This is an optimization exercise on Yosys and OpenROAD, whose aim is small area, a short achievable clock period and few clock cycles, not a production implementation. No functional check of the RTL was part of any run shown here. Power is estimated from default activity; no workload was simulated.

<file path="flow/design.v">
`timescale 1ns / 1ps
module cpu8080_ctl(st, ir, cond,
                   rd, wr, ia, fin, asel, dsel,
                   aidx, bidx, aop, azero, bconst, bsp, bk, isel, idec);
   input  [2:0] st;
   input  [7:0] ir;
   input        cond;
   output reg   rd, wr, ia, fin;
   output reg [6:0] asel;    
   output reg [8:0] dsel;    
   output reg [2:0] aidx, bidx, aop;
   output reg   azero, bconst, bsp;
   output reg [7:0] bk;
   output reg [4:0] isel;    
   output reg   idec;
   localparam S_EX = 3'd0, S_1 = 3'd1, S_2 = 3'd2, S_3 = 3'd3, S_4 = 3'd4,
              S_HALT = 3'd5, S_IA = 3'd6, S_F0 = 3'd7;
   wire [2:0] dd = ir[5:3];
   wire [2:0] ss = ir[2:0];
   wire [1:0] rp = ir[5:4];
   wire g0 = ir[7:6] == 2'b00;
   wire g1 = ir[7:6] == 2'b01;
   wire g2 = ir[7:6] == 2'b10;
   wire g3 = ir[7:6] == 2'b11;
   wire i_hlt   = ir == 8'h76;
   wire i_movrm = g1 && ss == 3'd6 && dd != 3'd6;
   wire i_movmr = g1 && dd == 3'd6 && ss != 3'd6;
   wire i_movrr = g1 && dd != 3'd6 && ss != 3'd6;
   wire i_alum  = g2 && ss == 3'd6;
   wire i_lxi   = g0 && ir[3:0] == 4'h1;
   wire i_dad   = g0 && ir[3:0] == 4'h9;
   wire i_stax  = g0 && !ir[5] && ir[3:0] == 4'h2;
   wire i_ldax  = g0 && !ir[5] && ir[3:0] == 4'hA;
   wire i_shld  = ir == 8'h22;
   wire i_lhld  = ir == 8'h2A;
   wire i_sta   = ir == 8'h32;
   wire i_lda   = ir == 8'h3A;
   wire i_incdec= g0 && ir[2:1] == 2'b10;
   wire i_incx  = g0 && ir[2:0] == 3'd3;
   wire i_indm  = i_incdec && dd == 3'd6;
   wire i_mvi   = g0 && ss == 3'd6;
   wire i_mvim  = i_mvi && dd == 3'd6;
   wire i_daa   = ir == 8'h27;
   wire i_cma   = ir == 8'h2F;
   wire i_rcc   = g3 && ss == 3'd0;
   wire i_pop   = g3 && ir[3:0] == 4'h1;
   wire i_ret   = ir == 8'hC9;
   wire i_pchl  = ir == 8'hE9;
   wire i_jcc   = g3 && ss == 3'd2;
   wire i_jmp   = ir == 8'hC3;
   wire i_xthl  = ir == 8'hE3;
   wire i_ccc   = g3 && ss == 3'd4;
   wire i_push  = g3 && ir[3:0] == 4'h5;
   wire i_call  = ir == 8'hCD;
   wire i_alui  = g3 && ss == 3'd6;
   wire i_rst   = g3 && ss == 3'd7;
   wire i_retx  = i_ret || (i_rcc && cond);
   wire i_callx = i_call || (i_ccc && cond);
   wire i_imm2  = i_shld || i_lhld || i_sta || i_lda || i_jmp || i_jcc ||
                  i_call || i_ccc;
   localparam P_PC = 0, P_HL = 1, P_BC = 2, P_DE = 3, P_SP = 4, P_SM2 = 5,
              P_WZ = 6;
   localparam Q_RB = 0, Q_Z = 1, Q_A = 2, Q_L = 3, Q_H = 4, Q_PL = 5,
              Q_PH = 6, Q_PCL = 7, Q_PCH = 8;
   always @* begin
      rd = 1'b0; wr = 1'b0; ia = 1'b0; fin = 1'b0;
      asel = 7'd0; dsel = 9'd0;
      case (st)
         S_F0: fin = 1'b1;
         S_IA: ia = 1'b1;
         S_HALT: ;
         S_EX: begin
            if (i_hlt || i_dad || i_daa || i_pchl) ;
            else if (i_movrm || i_alum || i_indm) begin rd = 1'b1; asel[P_HL] = 1'b1; end
            else if (i_movmr) begin wr = 1'b1; asel[P_HL] = 1'b1; dsel[Q_RB] = 1'b1; end
            else if (i_alui || i_mvi || i_lxi || i_imm2) begin rd = 1'b1; asel[P_PC] = 1'b1; end
            else if (i_stax) begin wr = 1'b1; asel[P_DE] = ir[4]; asel[P_BC] = !ir[4]; dsel[Q_A] = 1'b1; end
            else if (i_ldax) begin rd = 1'b1; asel[P_DE] = ir[4]; asel[P_BC] = !ir[4]; end
            else if (i_ret || i_rcc || i_pop || i_xthl) begin rd = 1'b1; asel[P_SP] = 1'b1; end
            else if (i_push) begin wr = 1'b1; asel[P_SM2] = 1'b1; dsel[Q_PL] = 1'b1; end
            else if (i_rst) begin wr = 1'b1; asel[P_SM2] = 1'b1; dsel[Q_PCL] = 1'b1; end
            else fin = 1'b1;
         end
         S_1: begin
            if (i_mvim) begin wr = 1'b1; asel[P_HL] = 1'b1; dsel[Q_Z] = 1'b1; end
            else if (i_indm) ;
            else if (i_lxi || i_imm2) begin rd = 1'b1; asel[P_PC] = 1'b1; end
            else if (i_retx || i_pop) begin rd = 1'b1; asel[P_SP] = 1'b1; end
            else if (i_xthl) begin wr = 1'b1; asel[P_SP] = 1'b1; dsel[Q_L] = 1'b1; end
            else if (i_push) begin wr = 1'b1; asel[P_SP] = 1'b1; dsel[Q_PH] = 1'b1; end
            else if (i_rst) begin wr = 1'b1; asel[P_SP] = 1'b1; dsel[Q_PCH] = 1'b1; end
            else fin = 1'b1;
         end
         S_2: begin
            if (i_indm) begin wr = 1'b1; asel[P_HL] = 1'b1; dsel[Q_Z] = 1'b1; end
            else if (i_shld) begin wr = 1'b1; asel[P_WZ] = 1'b1; dsel[Q_L] = 1'b1; end
            else if (i_sta) begin wr = 1'b1; asel[P_WZ] = 1'b1; dsel[Q_A] = 1'b1; end
            else if (i_lhld || i_lda) begin rd = 1'b1; asel[P_WZ] = 1'b1; end
            else if (i_callx) begin wr = 1'b1; asel[P_SM2] = 1'b1; dsel[Q_PCL] = 1'b1; end
            else if (i_xthl) begin rd = 1'b1; asel[P_SP] = 1'b1; end
            else fin = 1'b1;
         end
         S_3: begin
            if (i_shld) begin wr = 1'b1; asel[P_WZ] = 1'b1; dsel[Q_H] = 1'b1; end
            else if (i_lhld) begin rd = 1'b1; asel[P_WZ] = 1'b1; end
            else if (i_callx) begin wr = 1'b1; asel[P_SP] = 1'b1; dsel[Q_PCH] = 1'b1; end
            else if (i_xthl) begin wr = 1'b1; asel[P_SP] = 1'b1; dsel[Q_H] = 1'b1; end
            else fin = 1'b1;
         end
         default: fin = 1'b1;  
      endcase
      if (fin) begin rd = 1'b1; asel = 7'd1; end
   end
   always @* begin
      isel = 5'b00001; idec = 1'b0;
      if (i_incx) begin
         isel = 5'b00000; isel[rp == 2'd3 ? 0 : rp + 1] = 1'b1;
         idec = ir[3];
      end else if (i_shld || i_lhld) isel = 5'b10000;
      else if (i_push || i_rst || i_callx) idec = 1'b1;
      else if (i_xthl) idec = st[1];
   end
   always @* begin
      aidx = 3'd7; bidx = ss; aop = dd; azero = 1'b0; bconst = 1'b0;
      bsp = 1'b0; bk = 8'h01;
      if (i_movrr || i_xthl) begin           
         azero = 1'b1; aop = 3'd6;
         if (i_xthl) bidx = 3'd6;
      end else if (i_incdec) begin
         aidx = dd; bconst = 1'b1; aop = ir[0] ? 3'd2 : 3'd0;
      end else if (i_dad) begin
         aidx = st[0] ? 3'd4 : 3'd5; bidx = {rp, ~st[0]};
         bsp = rp == 2'd3; aop = {2'b00, st[0]};
      end else if (i_daa) begin
         bconst = 1'b1; bk = st[0] ? 8'h60 : 8'h06; aop = 3'd0;
      end else if (i_cma) begin
         bconst = 1'b1; bk = 8'hFF; aop = 3'd5;
      end
   end
endmodule
module cpu8080(addr,      
               data_in,   
               data_out,  
               readmem,   
               writemem,  
               intr,      
               inta,      
               reset,     
               clock);    
   output [15:0] addr;
   input  [7:0]  data_in;
   output [7:0]  data_out;
   output        readmem;
   output        writemem;
   input         intr;
   output        inta;
   input         reset;
   input         clock;
   localparam S_EX   = 3'd0;  
   localparam S_1    = 3'd1;
   localparam S_2    = 3'd2;
   localparam S_3    = 3'd3;
   localparam S_4    = 3'd4;
   localparam S_HALT = 3'd5;  
   localparam S_IA   = 3'd6;  
   localparam S_F0   = 3'd7;  
   reg    [7:0]  A, B, C, D, E, H, L;
   reg    [7:0]  W, Z;            
   reg    [15:0] SP, PC;
   reg    [7:0]  IR;
   reg    [2:0]  st;
   reg           fS, fZ, fAC, fP, fCY;
   reg           ei;
   wire   [2:0]  dd = IR[5:3];
   wire   [1:0]  rp = IR[5:4];
   wire   [15:0] WZ = {W, Z};
   wire g0 = IR[7:6] == 2'b00;
   wire g1 = IR[7:6] == 2'b01;
   wire g2 = IR[7:6] == 2'b10;
   wire g3 = IR[7:6] == 2'b11;
   wire i_hlt   = IR == 8'h76;
   wire i_movrm = g1 && IR[2:0] == 3'd6 && dd != 3'd6;
   wire i_movrr = g1 && dd != 3'd6 && IR[2:0] != 3'd6;
   wire i_alum  = g2 && IR[2:0] == 3'd6;
   wire i_lxi   = g0 && IR[3:0] == 4'h1;
   wire i_dad   = g0 && IR[3:0] == 4'h9;
   wire i_ldax  = g0 && !IR[5] && IR[3:0] == 4'hA;
   wire i_shld  = IR == 8'h22;
   wire i_lhld  = IR == 8'h2A;
   wire i_sta   = IR == 8'h32;
   wire i_lda   = IR == 8'h3A;
   wire i_incx  = g0 && IR[2:0] == 3'd3;   
   wire i_incdec= g0 && IR[2:1] == 2'b10;  
   wire i_indm  = i_incdec && dd == 3'd6;
   wire i_mvi   = g0 && IR[2:0] == 3'd6;
   wire i_rot   = g0 && IR[2:0] == 3'd7 && !IR[5];
   wire i_daa   = IR == 8'h27;
   wire i_cma   = IR == 8'h2F;
   wire i_stc   = IR == 8'h37;
   wire i_cmc   = IR == 8'h3F;
   wire i_rcc   = g3 && IR[2:0] == 3'd0;
   wire i_pop   = g3 && IR[3:0] == 4'h1;
   wire i_ret   = IR == 8'hC9;
   wire i_pchl  = IR == 8'hE9;
   wire i_sphl  = IR == 8'hF9;
   wire i_jcc   = g3 && IR[2:0] == 3'd2;
   wire i_jmp   = IR == 8'hC3;
   wire i_xthl  = IR == 8'hE3;
   wire i_xchg  = IR == 8'hEB;
   wire i_di    = IR == 8'hF3;
   wire i_ei    = IR == 8'hFB;
   wire i_ccc   = g3 && IR[2:0] == 3'd4;
   wire i_push  = g3 && IR[3:0] == 4'h5;
   wire i_call  = IR == 8'hCD;
   wire i_alui  = g3 && IR[2:0] == 3'd6;
   wire i_rst   = g3 && IR[2:0] == 3'd7;
   reg fl;
   always @* case (dd[2:1])
      2'd0: fl = fZ;
      2'd1: fl = fCY;
      2'd2: fl = fP;
      default: fl = fS;
   endcase
   wire cond = fl == dd[0];
   wire i_retx  = i_ret || (i_rcc && cond);             
   wire i_callx = i_call || (i_ccc && cond);            
   wire i_imm2  = i_shld || i_lhld || i_sta || i_lda || i_jmp || i_jcc ||
                  i_call || i_ccc;                      
   reg        rd, wr, ia, fin;
   reg  [6:0] asel;
   reg  [8:0] dsel;
   reg  [2:0] aidx, bidx, aop;
   reg        azero, bconst, bsp;
   reg  [7:0] bk;
   reg  [4:0] isel;
   reg        idec;
   wire ex     = st == S_EX;
   wire ei_eff = ei & ~(ex & i_di);
   wire take   = intr & ei_eff;
   reg  [2:0] st_n;
   always @* begin
      if (fin) st_n = take ? S_IA : S_EX;
      else case (st)
         S_EX:   st_n = i_hlt ? S_HALT : S_1;
         S_1:    st_n = S_2;
         S_2:    st_n = S_3;
         S_3:    st_n = S_4;
         S_HALT: st_n = (intr && ei) ? S_IA : S_HALT;
         S_IA:   st_n = S_EX;
         default: st_n = S_EX;
      endcase
   end
   wire [7:0] ir_n = ((fin && !take) || st == S_IA) ? data_in : IR;
   wire       n_rd, n_wr, n_ia, n_fin;
   wire [6:0] n_asel;
   wire [8:0] n_dsel;
   wire [2:0] n_aidx, n_bidx, n_aop;
   wire       n_azero, n_bconst, n_bsp;
   wire [7:0] n_bk;
   wire [4:0] n_isel;
   wire       n_idec;
   cpu8080_ctl nxt(.st(st_n), .ir(ir_n), .cond(cond),
                   .rd(n_rd), .wr(n_wr), .ia(n_ia), .fin(n_fin),
                   .asel(n_asel), .dsel(n_dsel),
                   .aidx(n_aidx), .bidx(n_bidx), .aop(n_aop),
                   .azero(n_azero), .bconst(n_bconst), .bsp(n_bsp), .bk(n_bk),
                   .isel(n_isel), .idec(n_idec));
   always @(posedge clock) begin
      if (reset) begin
         rd <= 1'b1; wr <= 1'b0; ia <= 1'b0; fin <= 1'b1; asel <= 7'd1;
         dsel <= 9'd0;
      end else begin
         rd <= n_rd; wr <= n_wr; ia <= n_ia; fin <= n_fin; asel <= n_asel;
         dsel <= n_dsel;
      end
      aidx <= n_aidx; bidx <= n_bidx; aop <= n_aop; azero <= n_azero;
      bconst <= n_bconst; bsp <= n_bsp; bk <= n_bk;
      isel <= n_isel; idec <= n_idec;
   end
   reg [7:0] ra, rb;
   always @* case (aidx)
      3'd0: ra = B; 3'd1: ra = C; 3'd2: ra = D; 3'd3: ra = E;
      3'd4: ra = H; 3'd5: ra = L; 3'd6: ra = Z; default: ra = A;
   endcase
   always @* case (bidx)
      3'd0: rb = B; 3'd1: rb = C; 3'd2: rb = D; 3'd3: rb = E;
      3'd4: rb = H; 3'd5: rb = L; 3'd6: rb = Z; default: rb = A;
   endcase
   wire [7:0] aa = azero ? 8'd0 : ra;
   wire [7:0] bb = bconst ? bk : bsp ? (st[0] ? SP[15:8] : SP[7:0]) : rb;
   function [8:0] carries;
      input [7:0] g;
      input [7:0] p;
      input       cin;
      reg   [7:0] gg, pp;
      integer     lv, i, j;
      begin
         gg = g; pp = p;
         for (lv = 0; lv < 3; lv = lv + 1)
            for (i = 0; i < 8; i = i + 1)
               if (i & (1 << lv)) begin
                  j = (i & ~((2 << lv) - 1)) + (1 << lv) - 1;
                  gg[i] = gg[i] | (pp[i] & gg[j]);
                  pp[i] = pp[i] & pp[j];
               end
         carries[0] = cin;
         for (i = 0; i < 8; i = i + 1)
            carries[i + 1] = gg[i] | (pp[i] & cin);
      end
   endfunction
   wire       asub = aop == 3'd2 || aop == 3'd3 || aop == 3'd7;
   wire       acin = aop == 3'd1 ? fCY : aop == 3'd3 ? ~fCY : asub;
   wire [7:0] bx   = bb ^ {8{asub}};
   wire [7:0] ap   = aa ^ bx;
   wire [7:0] ag   = aa & bx;
   wire [8:0] cy   = carries(ag, ap, acin);
   wire [7:0] sum  = ap ^ cy[7:0];
   wire       arith = !aop[2] || aop == 3'd7;
   reg  [7:0] lres;
   always @* case (aop[1:0])
      2'd0: lres = aa & bb;
      2'd1: lres = aa ^ bb;
      default: lres = aa | bb;
   endcase
   wire [7:0] ares = arith ? sum : lres;
   wire a_cy = arith & (cy[8] ^ asub);
   wire a_ac = arith & (cy[4] ^ asub);
   wire a_z  = ares == 8'd0;
   wire a_p  = arith ? ~(^ap ^ ^cy[7:0]) : ~^lres;
   wire c8   = cy[8];         
   reg [7:0] rres;
   reg       rcy;
   always @* case (IR[4:3])
      2'd0: begin rres = {A[6:0], A[7]}; rcy = A[7]; end
      2'd1: begin rres = {A[0], A[7:1]}; rcy = A[0]; end
      2'd2: begin rres = {A[6:0], fCY};  rcy = A[7]; end
      default: begin rres = {fCY, A[7:1]}; rcy = A[0]; end
   endcase
   wire daa1 = (A[3:0] > 4'd9) || fAC;
   wire daa2 = (A[7:4] > 4'd9) || fCY;
   function [15:0] incdec16;
      input [15:0] x;
      input        dec;
      integer      i;
      reg   [15:0] y;
      begin
         y = x ^ {16{dec}};
         for (i = 0; i < 16; i = i + 1)
            incdec16[i] = x[i] ^ ((y & ((16'd1 << i) - 16'd1)) == ((16'd1 << i) - 16'd1));
      end
   endfunction
   wire [15:0] idu_in = ({16{isel[0]}} & SP) | ({16{isel[1]}} & {B, C}) |
                        ({16{isel[2]}} & {D, E}) | ({16{isel[3]}} & {H, L}) |
                        ({16{isel[4]}} & WZ);
   wire [15:0] idu = incdec16(idu_in, idec);
   wire [15:0] pcinc = incdec16(PC, 1'b0);
   wire [15:0] spm2 = SP - 16'd2;
   assign addr = ({16{asel[0]}} & PC) | ({16{asel[1]}} & {H, L}) |
                 ({16{asel[2]}} & {B, C}) | ({16{asel[3]}} & {D, E}) |
                 ({16{asel[4]}} & SP) | ({16{asel[5]}} & spm2) |
                 ({16{asel[6]}} & WZ);
   wire [7:0] flagbyte = { fS, fZ, 1'b0, fAC, 1'b0, fP, 1'b1, fCY };
   reg  [7:0] pl, ph;
   always @* case (rp)
      2'd0: begin pl = C; ph = B; end
      2'd1: begin pl = E; ph = D; end
      2'd2: begin pl = L; ph = H; end
      default: begin pl = flagbyte; ph = A; end
   endcase
   assign data_out = ({8{dsel[0]}} & rb) | ({8{dsel[1]}} & Z) |
                     ({8{dsel[2]}} & A) | ({8{dsel[3]}} & L) |
                     ({8{dsel[4]}} & H) | ({8{dsel[5]}} & pl) |
                     ({8{dsel[6]}} & ph) | ({8{dsel[7]}} & PC[7:0]) |
                     ({8{dsel[8]}} & PC[15:8]);
   assign readmem  = rd;
   assign writemem = wr;
   assign inta     = ia;
   reg        we, wdin, wrot;
   reg  [2:0] wi;
   reg        fl_alu, fl_szpa, fl_cy8, fl_ac8, fl_pop, fl_rot;
   always @* begin
      we = 1'b0; wdin = 1'b0; wrot = 1'b0; wi = dd;
      fl_alu = 1'b0; fl_szpa = 1'b0; fl_cy8 = 1'b0; fl_ac8 = 1'b0;
      fl_pop = 1'b0; fl_rot = 1'b0;
      case (st)
         S_EX: begin
            if (i_movrr) we = 1'b1;
            if (i_movrm || i_mvi) begin we = 1'b1; wdin = 1'b1; end
            if (i_alum || i_indm || i_alui || i_imm2 || i_retx || i_xthl) begin
               we = 1'b1; wdin = 1'b1; wi = 3'd6;
            end
            if (i_ldax) begin we = 1'b1; wdin = 1'b1; wi = 3'd7; end
            if (g2 && !i_alum) begin
               we = dd != 3'd7; wi = 3'd7; fl_alu = 1'b1;
            end
            if (i_incdec && !i_indm) begin we = 1'b1; fl_szpa = 1'b1; end
            if ((i_lxi || i_pop) && rp != 2'd3) begin
               we = 1'b1; wdin = 1'b1; wi = {rp, 1'b1};
            end
            if (i_pop && rp == 2'd3) fl_pop = 1'b1;
            if (i_dad) begin we = 1'b1; wi = 3'd5; fl_cy8 = 1'b1; end
            if (i_daa && daa1) begin we = 1'b1; wi = 3'd7; fl_ac8 = 1'b1; end
            if (i_cma) begin we = 1'b1; wi = 3'd7; end
            if (i_rot) begin we = 1'b1; wi = 3'd7; wrot = 1'b1; fl_rot = 1'b1; end
         end
         S_1: begin
            if (i_alum || i_alui) begin
               we = dd != 3'd7; wi = 3'd7; fl_alu = 1'b1;
            end
            if (i_dad) begin we = 1'b1; wi = 3'd4; fl_cy8 = 1'b1; end
            if (i_daa && daa2) begin we = 1'b1; wi = 3'd7; fl_cy8 = 1'b1; end
            if (i_indm) begin we = 1'b1; wi = 3'd6; fl_szpa = 1'b1; end
            if ((i_lxi && rp != 2'd3) || i_pop) begin
               we = 1'b1; wdin = 1'b1; wi = rp == 2'd3 ? 3'd7 : {rp, 1'b0};
            end
            if (i_xthl) begin we = 1'b1; wi = 3'd5; end
         end
         S_2: begin
            if (i_lhld) begin we = 1'b1; wdin = 1'b1; wi = 3'd5; end
            if (i_lda) begin we = 1'b1; wdin = 1'b1; wi = 3'd7; end
            if (i_xthl) begin we = 1'b1; wdin = 1'b1; wi = 3'd6; end
         end
         S_3: begin
            if (i_lhld) begin we = 1'b1; wdin = 1'b1; wi = 3'd4; end
            if (i_xthl) begin we = 1'b1; wi = 3'd4; end
         end
         default: ;
      endcase
   end
   wire [7:0] wv = wdin ? data_in : wrot ? rres : ares;
   always @(posedge clock) begin
      if (we) case (wi)
         3'd0: B <= wv; 3'd1: C <= wv; 3'd2: D <= wv; 3'd3: E <= wv;
         3'd4: H <= wv; 3'd5: L <= wv; 3'd6: Z <= wv; default: A <= wv;
      endcase
      if (ex && i_incx) begin
         case (rp)
            2'd0: {B, C} <= idu;
            2'd1: {D, E} <= idu;
            2'd2: {H, L} <= idu;
            default: ;
         endcase
      end
      if (ex && i_xchg) begin D <= H; E <= L; H <= D; L <= E; end
      if (st == S_1 && i_imm2) W <= data_in;
      if (st == S_2 && (i_shld || i_lhld)) {W, Z} <= idu;
      if (fl_alu || fl_szpa) begin
         fS <= ares[7]; fZ <= a_z; fP <= a_p; fAC <= a_ac;
      end
      if (fl_alu) fCY <= a_cy;
      if (fl_cy8) fCY <= c8;
      if (fl_ac8) fAC <= c8;
      if (fl_rot) fCY <= rcy;
      if (fl_pop) begin
         fS <= data_in[7]; fZ <= data_in[6]; fAC <= data_in[4];
         fP <= data_in[2]; fCY <= data_in[0];
      end
      if (ex && i_stc) fCY <= 1'b1;
      if (ex && i_cmc) fCY <= ~fCY;
      if (reset) begin
         st <= S_F0;
         PC <= 16'd0;
         ei <= 1'b1;
      end else begin
         st <= st_n;
         if (fin) begin
            if (!take) begin
               IR <= data_in;
               PC <= pcinc;
            end
            ei <= (ex & i_ei) | (ei_eff & ~take);
         end else case (st)
         S_EX: begin
            if (i_alui || i_mvi || i_lxi || i_imm2) PC <= pcinc;
            if (i_lxi && rp == 2'd3) SP[7:0] <= data_in;
            if (i_retx || i_pop || i_push || i_rst) SP <= idu;
            if (i_pchl) PC <= {H, L};
         end
         S_1: begin
            if (i_lxi && rp == 2'd3) SP[15:8] <= data_in;
            if (i_lxi || i_shld || i_lhld || i_sta || i_lda || i_call || i_ccc ||
                (i_jcc && !cond)) PC <= pcinc;
            if (i_jmp || (i_jcc && cond) || i_retx) PC <= {data_in, Z};
            if (i_retx || i_pop || i_xthl || i_push || i_rst) SP <= idu;
            if (i_rst) PC <= {10'd0, dd, 3'd0};
         end
         S_2: begin
            if (i_callx) SP <= idu;
         end
         S_3: begin
            if (i_callx || i_xthl) SP <= idu;
            if (i_callx) PC <= WZ;
         end
         S_HALT: begin
            if (intr && ei) ei <= 1'b0;
         end
         S_IA: begin
            IR <= data_in;
            PC <= pcinc;
         end
         default: ;
         endcase
         if (fin && ex) begin
            if (i_incx && rp == 2'd3) SP <= idu;
            if (i_sphl) SP <= {H, L};
         end
      end
   end
endmodule
</file>
<file path="flow/run.sh">
#!/bin/bash
# synth_recipe.tcl (not shown) runs the flow's synth.tcl, then flattens the netlist and writes it again
# the make line also repeats each setting of config.mk as NAME=value (left out here)
make -C /OpenROAD-flow-scripts/flow DESIGN_CONFIG=/design/flow/config.mk WORK_HOME=/design/flow/orfs CLKGATE_MAP_FILE= SYNTH_SCRIPT=/design/flow/synth_recipe.tcl finish
</file>
<file path="flow/config.mk">
export PLATFORM = sky130hd
export DESIGN_NAME = cpu8080
export DESIGN_NICKNAME = cpu8080
export VERILOG_FILES = /design/flow/design.v
export SDC_FILE = /design/flow/constraint.sdc
export NUM_CORES = 4
export LEC_CHECK = 0
export ABC_CLOCK_PERIOD_IN_PS = 4000
export CAP_MARGIN = 20
export CORE_MARGIN = 2
export CORE_UTILIZATION = 40
export PLACE_DENSITY = 0.6
export SETUP_SLACK_MARGIN = 2.5
export SLEW_MARGIN = 20
</file>
<file path="flow/constraint.sdc">
create_clock -name core_clock -period 7.0 [get_ports {clock}]
set_input_delay 1.4000 -clock core_clock [delete_from_list [all_inputs] [get_ports {clock}]]
set_output_delay 1.4000 -clock core_clock [all_outputs]
set_load 0.01 [all_outputs]
</file>
==> impl_results.md, run 1 <==
- Area grow syn2layout: 11.1%
- RR Startpoint: IR[2]$_DFFE_PP_
- Layout Skew: between 0.01 and 0.015 ns
- Die Height: 206 um
- Post-synth EDFFs: 53
- Final ANT Viol Nets: 0
- M3 GR Usage: 14.0%
- Min-Delay Path Class: flop to flop
- Worst reg2reg path endpoint: Z[1]$_DFFE_PP_
- Initial Utilization: 40.8%
- I/O Buffers: 37
- Grt met1 use: 55.1%
- Largest area contributor in the netlist: dfxtp_1
- Req. time, crit path: about 5.6 ns
- Mapped Nets: between 2,000 and 2,500
- Total power: 9.55 mW
- Busiest grt layer: met2
- Capture point of the critical path: data_out[4]
- Std-Cell Rows: 73
- Worst slew pin tran: 1.13 ns
- Final Wtd Congestion: around 1.0
- CTS Buf Count: 17
- RSZ-0062 raised after global routing: true
- Initial DRC Count: between 3,000 and 4,000
- Post-synth top area share: 13.6%
- Max-Cap Viols: 0
- I/O pin cnt: 38
- Mapped cell area: between 0.015 and 0.02 mm^2
- CP max stage cell: edfxtp_1
- Synth Register Bits: 164
- Via count: a little under 20,000
- CTS tree: yes
- Final HPWL DP: around 64 mm
- Post-DR wirelength/cell: approximately 34 um
- CTS max path bufs: 2
- Asr flop ratio synth: 0%
- Final Slew Violations: 0
- Layout Cells excl Fill: 2,659
- Die width: approximately 210 um
- Top cells by area, synth: dfxtp_1 (14%), edfxtp_1 (9.8%), nand2_1 (5.4%), a22oi_1 (4.9%), o21ai_0 (4.2%)
- First-pass GRT wire length: 128 mm
- Final hold viol count: 0
- Initial antenna violation count: 7
- Crit path capture type: output pin
- Grt total ovfl: 0
- Maximum VDD drop: roughly 0.5 mV
- Placed insts: between 2,000 and 3,000
- Critical Path Max Stage Delay: between 0.5 and 0.6 ns
- CP startpoint kind: flop
- Share of layout cells above drive strength 1: between 10% and 20%
- Final setup vio count: 0
- Clock slew at reported path FFs: about 0.07 ns
- Launch point of the worst path: A[4]$_DFFE_PP_
- Synthesis warning total: 2
- Post-Syn Instances: ~2,200
- H-Tree Depth: 4
- Worst Path Max Fanout: 6
- Status: complete, no violations
- Register area share after synthesis: between 20% and 30%
- Yosys cell types: 96
- Global Route Usage Sum: 41.8%
- DRT Wirelength: 89.4 mm
- DR DRC count: 0
- Minimum clock period: approximately 4.5 ns
- Initial DRT Pass Iterations: 10
- Clock root cell: clkbuf_16
- Clock latency on the worst-skew pair: a little over 0.5 ns
- Worst reg-to-reg setup slack: around 2.5 ns
- Fin Setup TNS: 0 ns
- Static leakage: around 6.4 nW
- Cell Pwr Density: around 530 mW/mm^2
- Crit-path cells: a22oi_1, nand2_1, a221oi_1, o21ai_0, a221oi_1, o21ai_0, clkdlybuf4s50_1
- CP Class: flop to output pin
- Nets: about 2,200
- Core ar.: approximately 0.040 mm^2
- Avg Cell Area, Syn: 7.53 um^2
- Fmax: 0.220 GHz
- Vias per cell: around 7.4
- Largest net degree at the start of global routing: 49
- CTS Sinks: about 160
- Met2 GRT Util: 59.2%
- Die area: around 0.042 mm^2
- Util after Layout: approximately 45%
- Period utilization: between 60% and 70%
- Top_reg_cell synth: dfxtp_1
- Number of global-route vias before repair: 17,800
- Reg2reg path depth: 9
- Rel. slew slack: a little under a quarter
- Worst EP arrival: between 3 and 4 ns
-- synthesized netlist by cell type (all sizes together), types with 15 or more instances --
cell type  count
nand2        236
nor2         158
clkbuf       152
o21ai        146
a21oi        130
dfxtp        111
a22oi        106
nand3         95
nor3          67
edfxtp        53
inv           48
buf           43
mux2i         43
xnor2         43
a211oi        40
o211ai        39
mux2          38
a221oi        35
nor2b         34
ha            33
nand4         31
xor2          31
o22ai         30
a31oi         28
a222oi        26
o31ai         25
and3          23
or3           19
nand2b        18
a21o          17
a221o         16
o21a          16
and2          15
-- critical path, delay by kind of cell, from the launching register on --
family	cells	cell delay [ns]
compound gates	5	1.48
flops	1	0.55
buf+inv	1	0.53
simple gates	1	0.07
-- cell usage in the layout (no fill, tap or decap), types with 16 or more instances in the layout --
cell type,n
mux2_2,36
edfxtp_1,53
nand2_1,233
clkdlybuf4s50_1,35
or3_1,18
ha_1,33
inv_1,46
a222oi_1,26
and3_1,23
a22oi_1,106
a211oi_1,38
o31ai_1,23
nor3_1,61
o211ai_1,39
a21oi_1,122
buf_4,85
dfxtp_1,102
a31oi_1,28
xor2_1,31
o22ai_1,30
nor2_1,153
nand3_1,94
clkbuf_16,18
a221oi_1,33
nor2b_1,33
xnor2_1,42
a21o_1,16
a221o_1,16
o21ai_0,133
nand2b_1,18
nand4_1,31
mux2i_1,43
-- state kept, by name (all words and copies together), names as in the netlist, 5 cells and up --
signal and cells:
A 8, B 8, C 8, D 8, E 8, H 8, IR 8, L 8
PC 16, SP 16, W 8, Z 8, asel 7, bk 5, dsel 9, isel 5
-- final cells by class --
cell class | instances | area, um^2
fill | 4101 | 21900
multi-input combinational | 1757 | 11800
sequential | 164 | 3830
timing repair buffer | 125 | 1070
tap | 525 | 657
clock buffer | 19 | 454
inverter | 51 | 191
clock inverter | 13 | 153
antenna | 5 | 12.5
-- worst min path at each step --
stage	endpoint	depth (start not counted)	slack, ns	from
after floorplan	PC[11]$_SDFFE_PP0P_	2	0.48	PC[11]$_SDFFE_PP0P_
after global placement	ei$_SDFFE_PP1P_	2	0.52	ei$_SDFFE_PP1P_
after detailed placement	ei$_SDFFE_PP1P_	2	0.52	ei$_SDFFE_PP1P_
after CTS	ei$_SDFFE_PP1P_	2	0.54	ei$_SDFFE_PP1P_
after global routing	ei$_SDFFE_PP1P_	2	0.57	ei$_SDFFE_PP1P_
final	ei$_SDFFE_PP1P_	2	0.55	ei$_SDFFE_PP1P_
-- logic make-up after synthesis --
group | count (synthesis) | share of synthesized area [%]
AOI/OAI and AO/OA | 768 | 33.1
xor gates and xnor gates | 74 | 4.09
adders and majority gates | 34 | 2.65
buffers and inverters | 246 | 5.96
DFF | 164 | 23.4
muxes | 90 | 6.53
and+or+nand+nor | 791 | 24.3
-- report_power, final --
| group | switching (mW) | total, mW | internal, mW | leakage, nW |
|---|---|---|---|---|
| combinational | 3.88 | 6.42 | 2.54 | 4.71 |
| clock | 0.482 | 1.01 | 0.528 | 0.299 |
| sequential | 0.776 | 2.12 | 1.34 | 1.41 |
-- repair_timing --
| item | 4_1_cts | 5_1_grt |
|---|---|---|
| endpoints found under the setup margin | 93 | 115 |
| buffers inserted | 5 | 21 |
| pin swaps | 3 | 7 |
| resized for setup | 22 | 44 |
| endpoints found under the hold margin | 0 | 0 |
| hold buffers | 0 | 0 |
-- per-layer routing --
layer	vias up	share of wire, %	wire length (um)
li1	8228	-	-
met1	9411	39	34500
met2	1730	40	36100
met3	366	14	12700
met4	6	6.8	6050
met5	-	0.045	40
-- through the flow --
step | worst slack, ns | area (um^2) | hold slack, ns
CTS | 2.49 | 17800 | 0.541
global placement | 1.99 | 17000 | 0.519
global route | 2.45 | 18100 | 0.568
floorplan | 2.69 | 16300 | 0.477
detailed placement | 1.91 | 17000 | 0.523
finish | 2.45 | 18100 | 0.549
==> inputs of run 2 (changes only) <==
--- a/flow/design.v
+++ b/flow/design.v
@@ -1,7 +1,7 @@
 `timescale 1ns / 1ps
 module cpu8080_ctl(st, ir, cond,
                    rd, wr, ia, fin, asel, dsel,
-                   aidx, bidx, aop, azero, bconst, bsp, bk, isel, idec);
+                   aidx, bidx, aop, azero, bconst, bsp, bk);
    input  [2:0] st;
    input  [7:0] ir;
    input        cond;
@@ -11,8 +11,6 @@
    output reg [2:0] aidx, bidx, aop;
    output reg   azero, bconst, bsp;
    output reg [7:0] bk;
-   output reg [4:0] isel;    
-   output reg   idec;
    localparam S_EX = 3'd0, S_1 = 3'd1, S_2 = 3'd2, S_3 = 3'd3, S_4 = 3'd4,
               S_HALT = 3'd5, S_IA = 3'd6, S_F0 = 3'd7;
    wire [2:0] dd = ir[5:3];
@@ -36,7 +34,6 @@
    wire i_sta   = ir == 8'h32;
    wire i_lda   = ir == 8'h3A;
    wire i_incdec= g0 && ir[2:1] == 2'b10;
-   wire i_incx  = g0 && ir[2:0] == 3'd3;
    wire i_indm  = i_incdec && dd == 3'd6;
    wire i_mvi   = g0 && ss == 3'd6;
    wire i_mvim  = i_mvi && dd == 3'd6;
@@ -112,15 +109,6 @@
       if (fin) begin rd = 1'b1; asel = 7'd1; end
    end
    always @* begin
-      isel = 5'b00001; idec = 1'b0;
-      if (i_incx) begin
-         isel = 5'b00000; isel[rp == 2'd3 ? 0 : rp + 1] = 1'b1;
-         idec = ir[3];
-      end else if (i_shld || i_lhld) isel = 5'b10000;
-      else if (i_push || i_rst || i_callx) idec = 1'b1;
-      else if (i_xthl) idec = st[1];
-   end
-   always @* begin
       aidx = 3'd7; bidx = ss; aop = dd; azero = 1'b0; bconst = 1'b0;
       bsp = 1'b0; bk = 8'h01;
       if (i_movrr || i_xthl) begin           
@@ -232,8 +220,6 @@
    reg  [2:0] aidx, bidx, aop;
    reg        azero, bconst, bsp;
    reg  [7:0] bk;
-   reg  [4:0] isel;
-   reg        idec;
    wire ex     = st == S_EX;
    wire ei_eff = ei & ~(ex & i_di);
    wire take   = intr & ei_eff;
@@ -257,14 +243,11 @@
    wire [2:0] n_aidx, n_bidx, n_aop;
    wire       n_azero, n_bconst, n_bsp;
    wire [7:0] n_bk;
-   wire [4:0] n_isel;
-   wire       n_idec;
    cpu8080_ctl nxt(.st(st_n), .ir(ir_n), .cond(cond),
                    .rd(n_rd), .wr(n_wr), .ia(n_ia), .fin(n_fin),
                    .asel(n_asel), .dsel(n_dsel),
                    .aidx(n_aidx), .bidx(n_bidx), .aop(n_aop),
-                   .azero(n_azero), .bconst(n_bconst), .bsp(n_bsp), .bk(n_bk),
-                   .isel(n_isel), .idec(n_idec));
+                   .azero(n_azero), .bconst(n_bconst), .bsp(n_bsp), .bk(n_bk));
    always @(posedge clock) begin
       if (reset) begin
          rd <= 1'b1; wr <= 1'b0; ia <= 1'b0; fin <= 1'b1; asel <= 7'd1;
@@ -275,7 +258,6 @@
       end
       aidx <= n_aidx; bidx <= n_bidx; aop <= n_aop; azero <= n_azero;
       bconst <= n_bconst; bsp <= n_bsp; bk <= n_bk;
-      isel <= n_isel; idec <= n_idec;
    end
    reg [7:0] ra, rb;
    always @* case (aidx)
@@ -288,46 +270,24 @@
    endcase
    wire [7:0] aa = azero ? 8'd0 : ra;
    wire [7:0] bb = bconst ? bk : bsp ? (st[0] ? SP[15:8] : SP[7:0]) : rb;
-   function [8:0] carries;
-      input [7:0] g;
-      input [7:0] p;
-      input       cin;
-      reg   [7:0] gg, pp;
-      integer     lv, i, j;
-      begin
-         gg = g; pp = p;
-         for (lv = 0; lv < 3; lv = lv + 1)
-            for (i = 0; i < 8; i = i + 1)
-               if (i & (1 << lv)) begin
-                  j = (i & ~((2 << lv) - 1)) + (1 << lv) - 1;
-                  gg[i] = gg[i] | (pp[i] & gg[j]);
-                  pp[i] = pp[i] & pp[j];
-               end
-         carries[0] = cin;
-         for (i = 0; i < 8; i = i + 1)
-            carries[i + 1] = gg[i] | (pp[i] & cin);
-      end
-   endfunction
    wire       asub = aop == 3'd2 || aop == 3'd3 || aop == 3'd7;
    wire       acin = aop == 3'd1 ? fCY : aop == 3'd3 ? ~fCY : asub;
    wire [7:0] bx   = bb ^ {8{asub}};
-   wire [7:0] ap   = aa ^ bx;
-   wire [7:0] ag   = aa & bx;
-   wire [8:0] cy   = carries(ag, ap, acin);
-   wire [7:0] sum  = ap ^ cy[7:0];
+   wire [4:0] slo  = {1'b0, aa[3:0]} + {1'b0, bx[3:0]} + {4'd0, acin};
+   wire [4:0] shi  = {1'b0, aa[7:4]} + {1'b0, bx[7:4]} + {4'd0, slo[4]};
    wire       arith = !aop[2] || aop == 3'd7;
-   reg  [7:0] lres;
-   always @* case (aop[1:0])
-      2'd0: lres = aa & bb;
-      2'd1: lres = aa ^ bb;
-      default: lres = aa | bb;
+   reg  [7:0] ares;
+   always @* case (aop)
+      3'd4: ares = aa & bb;
+      3'd5: ares = aa ^ bb;
+      3'd6: ares = aa | bb;
+      default: ares = {shi[3:0], slo[3:0]};
    endcase
-   wire [7:0] ares = arith ? sum : lres;
-   wire a_cy = arith & (cy[8] ^ asub);
-   wire a_ac = arith & (cy[4] ^ asub);
+   wire a_cy = arith & (shi[4] ^ asub);
+   wire a_ac = arith & (slo[4] ^ asub);
    wire a_z  = ares == 8'd0;
-   wire a_p  = arith ? ~(^ap ^ ^cy[7:0]) : ~^lres;
-   wire c8   = cy[8];         
+   wire a_p  = ~^ares;
+   wire c8   = shi[4];        
    reg [7:0] rres;
    reg       rcy;
    always @* case (IR[4:3])
@@ -338,22 +298,24 @@
    endcase
    wire daa1 = (A[3:0] > 4'd9) || fAC;
    wire daa2 = (A[7:4] > 4'd9) || fCY;
-   function [15:0] incdec16;
-      input [15:0] x;
-      input        dec;
-      integer      i;
-      reg   [15:0] y;
-      begin
-         y = x ^ {16{dec}};
-         for (i = 0; i < 16; i = i + 1)
-            incdec16[i] = x[i] ^ ((y & ((16'd1 << i) - 16'd1)) == ((16'd1 << i) - 16'd1));
-      end
-   endfunction
-   wire [15:0] idu_in = ({16{isel[0]}} & SP) | ({16{isel[1]}} & {B, C}) |
-                        ({16{isel[2]}} & {D, E}) | ({16{isel[3]}} & {H, L}) |
-                        ({16{isel[4]}} & WZ);
-   wire [15:0] idu = incdec16(idu_in, idec);
-   wire [15:0] pcinc = incdec16(PC, 1'b0);
+   reg  [15:0] idu_in;
+   reg         idu_dec;
+   always @* begin
+      idu_in = SP; idu_dec = 1'b0;
+      if (i_incx) begin
+         case (rp)
+            2'd0: idu_in = {B, C};
+            2'd1: idu_in = {D, E};
+            2'd2: idu_in = {H, L};
+            default: idu_in = SP;
+         endcase
+         idu_dec = IR[3];
+      end else if (i_shld || i_lhld) idu_in = WZ;
+      else if (i_push || i_rst || i_callx) idu_dec = 1'b1;
+      else if (i_xthl) idu_dec = st[1];
+   end
+   wire [15:0] idu = idu_dec ? idu_in - 16'd1 : idu_in + 16'd1;
+   wire [15:0] pcinc = PC + 16'd1;
    wire [15:0] spm2 = SP - 16'd2;
    assign addr = ({16{asel[0]}} & PC) | ({16{asel[1]}} & {H, L}) |
                  ({16{asel[2]}} & {B, C}) | ({16{asel[3]}} & {D, E}) |
==> run 2 against run 1 <==
Net effect: largest power group unchanged; sequential share of layout area is 1.9 points lower; sequential cell count decreased by 6; die area shrank 0.49%; register-to-register slack lost 0.61 ns; still clean; count of clock-buffer cells in the layout up 1; clock skew increased by 0.0016 ns; combinational power fell by 2%.
==> impl_results.md, run 2 <==
- CP startpoint kind: flop
- Via count: 19,400 (-1.9%)
- Global Route Usage Sum: 42.3% (+0.51 points)
- H-Tree Depth: 4 (unchanged)
- CP max stage cell: mux4_2
- DR DRC count: 0 (unchanged)
- Top_reg_cell synth: dfxtp_1
- Cell area after layout: 0.0193 mm^2 (+6.4%)
- Layout Skew: 0.0161 ns (+0.00156 ns)
- Share of layout cells above drive strength 1: 21.1% (+9.0 points)
- CTS max path bufs: 2 (unchanged)
- Grt total ovfl: 0 (unchanged)
- Post-synth top area share: 13.0% (-0.67 points)
- Number of global-route vias before repair: 17,700 (-0.86%)
- Hold-fix buffers, CTS: 0 (unchanged)
- Critical Path Max Stage Delay: 0.50 ns (-0.05 ns)
- Largest net degree at the start of global routing: 42 (-14%)
- Crit-path cells: mux4_2, mux2_4, a21oi_4, o21ai_2, o21ai_2, o21ai_4, xnor2_2, fa_2, fa_2, a21o_1, a21o_1, fa_2, inv_2, fa_2, a22o_1, ha_2, xor2_1, xnor2_1, o21ai_1
- Max-Cap Viols: 0 (unchanged)
- Die area: 0.0422 mm^2 (-0.49%)
- Synthesis warning total: 2 (unchanged)
- Post-DR wirelength/cell: 33.4 um (-0.77%)
- Initial DRT Pass Iterations: 6 (-4)
- Worst Path Buf+Inv: 1 (unchanged)
- Maximum VDD drop: 0.325 mV (-33%)
- First-pass GRT wire length: 127 mm (about the same)
- Static leakage: 7.28 nW (+13%)
- Largest delay share family, worst path: adder cells
- Util after Layout: 48.3% (+3.0 points)
- Synth Register Bits: 158 (-3.7%)
- Post-Place Worst Slack: 1.38 ns (-0.531 ns)
- Final Worst Setup Slack: 1.90 ns (-0.556 ns)
- Worst slew pin tran: 1.23 ns (+0.104 ns)
- Clock slew at reported path FFs: 0.07 ns (about the same)
- Clock root cell: clkbuf_16
- Initial Utilization: 40.7% (-0.11 points)
- CP Class: flop to flop
- Avg Cell Area, Syn: 7.66 um^2 (+1.8%)
- I/O Buffers: 37 (unchanged)
- Mapped Nets: 2,177 (-1.6%)
- Yosys cell types: 119 (+24%)
- RSZ-0062 raised after global routing: true
- Layout Cells excl Fill: 2,715 (+2.1%)
- Rel. slew slack: 17.6% (-5.1 points)
- Final Wtd Congestion: 1.06 (+1.8%)
- Fmax: 0.196 GHz (-11%)
- Std-Cell Rows: 73 (unchanged)
- Final ANT Viol Nets: 0 (unchanged)
- Initial DRC Count: 2,834 (-22%)
- Largest registers: PC: 16 flops, SP: 16 flops, dsel: 9 flops
- Min-Delay Path Class: flop to flop
- Post-synth EDFFs: 53 (unchanged)
- Dpl cell area: 0.0170 mm^2 (about the same)
- Placed insts: 2,569 (-1.0%)
- Die Height: 205 um (-0.25%)
- DRT Wirelength: 90.5 mm (+1.3%)
- Crit path capture type: flop
- Most instantiated cells after synthesis: nand2_1 (231), nor2_1 (191), a21oi_1 (162)
- Worst EP arrival: 5.30 ns (+2.15 ns)
- Fin Setup TNS: 0 ns (unchanged)
- Top cells by area, synth: dfxtp_1 (13%), edfxtp_1 (9.8%), mux2i_1 (5.7%), nand2_1 (5.3%), a21oi_1 (5.0%)
- Post-Syn Instances: 2,119 (-2.2%)
- CTS tree: yes
- Most frequent cell after synthesis: nand2_1
- Final Slew Violations: 0 (unchanged)
- Period utilization: 72.9% (+7.9 points)
- CTS Sinks: 158 (-3.7%)
- Final setup vio count: 0 (unchanged)
- Vias per cell: 7.13 (-3.9%)
- Clock latency on the worst-skew pair: 0.48 ns (-0.03 ns)
- Worst Path Max Fanout: 4 (-2)
- CTS Buf Count: 17 (unchanged)
- Die width: 205 um (-0.25%)
- Req. time, crit path: 7.20 ns (+1.60 ns)
- Mapped cell area: 0.0162 mm^2 (-0.50%)
- Initial antenna violation count: 9 (+2)
- Most frequent cells in the layout: nand2_1 (228), nor2_1 (186), buf_4 (155), a21oi_1 (148), o21ai_0 (136)
- Final HPWL DP: 64.5 mm (+0.91%)
- Area grow syn2layout: 18.8%
- Commonest non-fill, non-tap cell in the layout: nand2_1
- Register area share after synthesis: 22.8% (-0.62 points)
- Final hold viol count: 0 (unchanged)
- Core ar.: 0.0399 mm^2 (-0.23%)
- Cell Pwr Density: 478 mW/mm^2 (-9.2%)
- Most used cell, CP: fa_2
- Asr flop ratio synth: 0% (unchanged)
- I/O pin cnt: 38 (unchanged)
- Largest area contributor in the netlist: dfxtp_1
- Status: complete, no violations
- Nets: 2,231 (+3.2%)
- Minimum clock period: 5.10 ns (+0.556 ns)
## run 2: layout make-up
type                    instances  area (um^2)
diodes                          4         10.0
clock buffers                  20          468
clock inverters                12          129
fillers                      3934        20600
inverters                      61          236
multi-input cells            1714        12200
flip-flops and latches        158         3720
well taps                     525          657
repair buffers                221         1910
## run 2: metrics by stage
step | hold WS, ns | power (mW)
4_1_cts | 0.572 | 8.52
5_1_grt | 0.616 | 9.57
6_report | 0.574 | 9.22
2_1_floorplan | 0.469 | 5.05
3_3_place_gp | 0.520 | 6.81
3_5_place_dp | 0.554 | 6.89
## run 2: final timing paths
path                                 startpoint         endpoint  slack, ns  cells past startpoint
worst max-delay path            bidx[0]$_DFF_P_     fP$_DFFE_PP_       1.90                     19
worst min-delay path            ei$_SDFFE_PP1P_  ei$_SDFFE_PP1P_       0.57                      2
worst max register to register  bidx[0]$_DFF_P_     fP$_DFFE_PP_       1.90                     19
worst min register to register  ei$_SDFFE_PP1P_  ei$_SDFFE_PP1P_       0.57                      2
## run 2: worst reg2reg max path, stage by stage, from the launching register on
cell and delay, ns:
dfxtp_4 0.37, mux4_2 0.50, mux2_4 0.31, a21oi_4 0.13, o21ai_2 0.09, o21ai_2 0.20, o21ai_4 0.10, xnor2_2 0.17
fa_2 0.37, fa_2 0.36, a21o_1 0.19, a21o_1 0.18, fa_2 0.36, inv_2 0.06, fa_2 0.42, a22o_1 0.25
ha_2 0.33, xor2_1 0.18, xnor2_1 0.17, o21ai_1 0.11
## run 2: cells by family (layout without fill, tap and decap cells)
logic type / Yosys count / after routing / synth area share [%]
simple gates: 719 / 719 / 21.7
mux: 151 / 151 / 10.8
xor+xnor: 59 / 59 / 3.35
buf+inv: 247 / 314 / 6.42
other cells: 0 / 4 / 0
compound gates: 738 / 738 / 31.1
fa+ha+maj: 47 / 47 / 3.86
flops: 158 / 158 / 22.8
## run 2: power by group
group / switching, mW / internal, mW / total [mW]
clock: 0.456 / 0.558 / 1.01
sequential: 0.597 / 1.31 / 1.91
combinational: 3.63 / 2.67 / 6.30
total: 4.68 / 4.54 / 9.22
## run 2: layer usage
layer / GRT usage [%] / vias to the layer above / part of all wire, %
li1: - / 8071 / -
met1: 53.2 / 9205 / 37
met2: 62.8 / 1660 / 42
met3: 14.7 / 419 / 14
met4: 23.7 / 8 / 6.9
met5: 0 / - / 0.054
## run 2: timing repair
action | 4_1_cts | 5_1_grt
setup buffers | 57 | 51
cloned | 1 | 1
gates resized for setup | 102 | 92
pin swaps | 30 | 39
setup endpoints to repair | 99 | 99

==> separate check: timing with driven ports <==
No port has a modelled driver above. Below, the same layouts with a new extraction and two added sets of constraints. Step 1 assumes that a clkbuf_16 drives the clock port and a buf_2 every other input. Step 2 also shifts input and output timing later by t, the mid clock arrival at the registers, as if the neighbouring blocks saw the same clock. Three values: ideal ports, drivers, drivers and shift; two values: the first two.
run | t (ns) | slack for setup (ns) | latest minus earliest clock arrival (ns) | cell pins on the clock port's net
run 1 | 0.562 | 2.453 / 2.393 / 2.148 | 0.014 / 0.015 | 1
run 2 | 0.530 | 1.897 / 1.897 / 1.897 | 0.017 / 0.016 | 1
After both steps setup and hold are still met in every run listed. For run 1, which loses most, drivers alone change the setup slack by -0.060 ns; drivers and shift together by -0.305 ns.
